This design comes from an exercise in tuning for small area, a short achievable clock period and few clock cycles per item on the open sky130 flow, not from production work.
The RTL was checked by simulation tests, not by an equivalence proof against the original design.

==> flow/design.v (excerpt) <==
module muldiv_top (
    input  logic               clk,
    input  logic               rst_n,
    input  logic [3:0]         op_i,
    input  logic [31:0]        opr1_i,
    input  logic [31:0]        opr2_i,
    input  logic               flush_i,
    output logic               busy_o,
    output logic               done_o,
    output logic [31:0]        result_o
);
localparam int S  = 4;            
localparam int BW = 36;           
localparam int CW = 4;            
function automatic logic [5:0] clz32(input logic [31:0] x);
    logic [15:0]      v1;
    logic [15:0][0:0] c1;
    logic [7:0]       v2;
    logic [7:0][1:0]  c2;
    logic [3:0]       v3;
    logic [3:0][2:0]  c3;
    logic [1:0]       v4;
    logic [1:0][3:0]  c4;
    logic             v5;
    logic [4:0]       c5;
    for (int k = 0; k < 16; k++) begin
        v1[k] = x[2*k+1] | x[2*k];
        c1[k] = ~x[2*k+1];
    end
    for (int k = 0; k < 8; k++) begin
        v2[k] = v1[2*k+1] | v1[2*k];
        c2[k] = v1[2*k+1] ? {1'b0, c1[2*k+1]} : {1'b1, c1[2*k]};
    end
    for (int k = 0; k < 4; k++) begin
        v3[k] = v2[2*k+1] | v2[2*k];
        c3[k] = v2[2*k+1] ? {1'b0, c2[2*k+1]} : {1'b1, c2[2*k]};
    end
  ...
export LEC_CHECK = 0
export CAP_MARGIN = 20
export CORE_MARGIN = 2
export CORE_UTILIZATION = 55
export PLACE_DENSITY = 0.8
export SLEW_MARGIN = 20
export TNS_END_PERCENT = 100
create_clock -name core_clock -period 14.0 [get_ports {clk}]
standard.sh (not shown) runs the stock make flow with config.mk's settings and CLKGATE_MAP_FILE= SYNTH_SCRIPT=/design/flow/synth_recipe.tcl, a recipe that flattens the netlist after the stock synthesis.
==> flow/flow/run.sh <==
#!/bin/bash
# The standard layout (the standard.sh, standard synthesis included), with
# the port buffers made from sky130_fd_sc_hd__buf_2 cells instead of the delay
# buffer cells ORFS picks by default, and timing repair aiming for 6 ns of
# setup slack.
set -euo pipefail
bash standard.sh finish "BUFFER_PORTS_ARGS=-buffer_cell sky130_fd_sc_hd__buf_2" SETUP_SLACK_MARGIN=6 > standard_flow.log 2>&1
The starting point passed the timing, DRC and antenna checks.
Testbench counts at the start, summed over its fixed seeds: cycles 3,733, ops 2,400.
Next try:
==> flow/flow/run.sh (replaced) <==
#!/bin/bash
# The standard layout (the standard.sh, standard synthesis included), with
# the port buffers made from sky130_fd_sc_hd__buf_2 cells instead of the delay
# buffer cells ORFS picks by default.
set -euo pipefail
bash standard.sh finish "BUFFER_PORTS_ARGS=-buffer_cell sky130_fd_sc_hd__buf_2" > standard_flow.log 2>&1
--- a/flow/config.mk
+++ b/flow/config.mk
@@ -11 +11,2 @@
-export PLACE_DENSITY = 0.8
+export PLACE_DENSITY = 0.7
+export SETUP_SLACK_MARGIN = 5
Setup slack got worse by 0.80 ns; non-clock buffer count drops by 21; worst hold slack got worse by 0.0070 ns; cell area drops by 1.8%; routed wire length climbs by 0.72%; clock skew drops by 0.0049 ns.
Next try:
==> flow/flow/run.sh (replaced) <==
#!/bin/bash
# The standard layout (the standard.sh, standard synthesis included), with
# the port buffers made from sky130_fd_sc_hd__buf_2 cells instead of the delay
# buffer cells ORFS picks by default, and timing repair aiming for 6 ns of
# setup slack.
set -euo pipefail
bash standard.sh finish "BUFFER_PORTS_ARGS=-buffer_cell sky130_fd_sc_hd__buf_2" SETUP_SLACK_MARGIN=6 > standard_flow.log 2>&1
--- a/flow/config.mk
+++ b/flow/config.mk
@@ -12 +11,0 @@
-export SETUP_SLACK_MARGIN = 5
What happened: The new run completed with no timing, DRC or antenna violations. Die area does not change. Area after synthesis does not change. Setup slack improved by 0.81 ns.
Next try:
==> flow/run.sh (new file) <==
#!/bin/bash
# synth_recipe.tcl (not shown) runs the flow's synth.tcl, then flattens the netlist and writes it again
# the make line also repeats each setting of config.mk as NAME=value (left out here)
make -C /OpenROAD-flow-scripts/flow DESIGN_CONFIG=/design/flow/config.mk WORK_HOME=/design/flow/orfs CLKGATE_MAP_FILE= SYNTH_SCRIPT=/design/flow/synth_recipe.tcl finish
--- a/flow/config.mk
+++ b/flow/config.mk
@@ -11,0 +12 @@
+export SETUP_SLACK_MARGIN = 5
removed: flow/flow/run.sh
removed: flow/standard.sh
Outcome:
- fmax fell by 7.5%
- count of clock-buffer cells in the layout does not change
- final area fell by 0.79%
- via count fell by 0.85%
- first-iteration DRC count fell by 11%

==> static timing again, ports no longer ideal <==
Ports are ideal in the flow. The routed layouts listed here were re-timed in OpenROAD. Step 1: set_driving_cell puts a clkbuf_16 on clk and a buf_2 on each other input, an assumption about the parent block. Step 2 times the ports against the registers' clock, not the clock port: input delays grow and output delays shrink by t, the midpoint of the rising clock arrivals with the driver on. Slacks: ideal / step 1 / step 2; pairs: ideal / step 1.
run	shift t [ns]	setup WS [ns]	hold WS [ns]	clock arrival spread, ns	pins driven straight from the clock port
the first run	0.558	6.022 / 6.061 / 5.503	0.465 / 0.465 / 0.465	0.023 / 0.023	1
the second run	0.573	5.219 / 5.219 / 5.219	0.458 / 0.458 / 0.458	0.019 / 0.019	1
the third run	0.574	6.030 / 6.030 / 5.643	0.459 / 0.459 / 0.459	0.014 / 0.014	1
the fourth run	0.565	5.388 / 5.388 / 5.058	0.443 / 0.443 / 0.443	0.028 / 0.028	1
After both steps setup and hold are still met in every run listed. The setup slack of the first run, which loses most, moves by +0.039 ns with the drivers and by -0.519 ns with both steps.
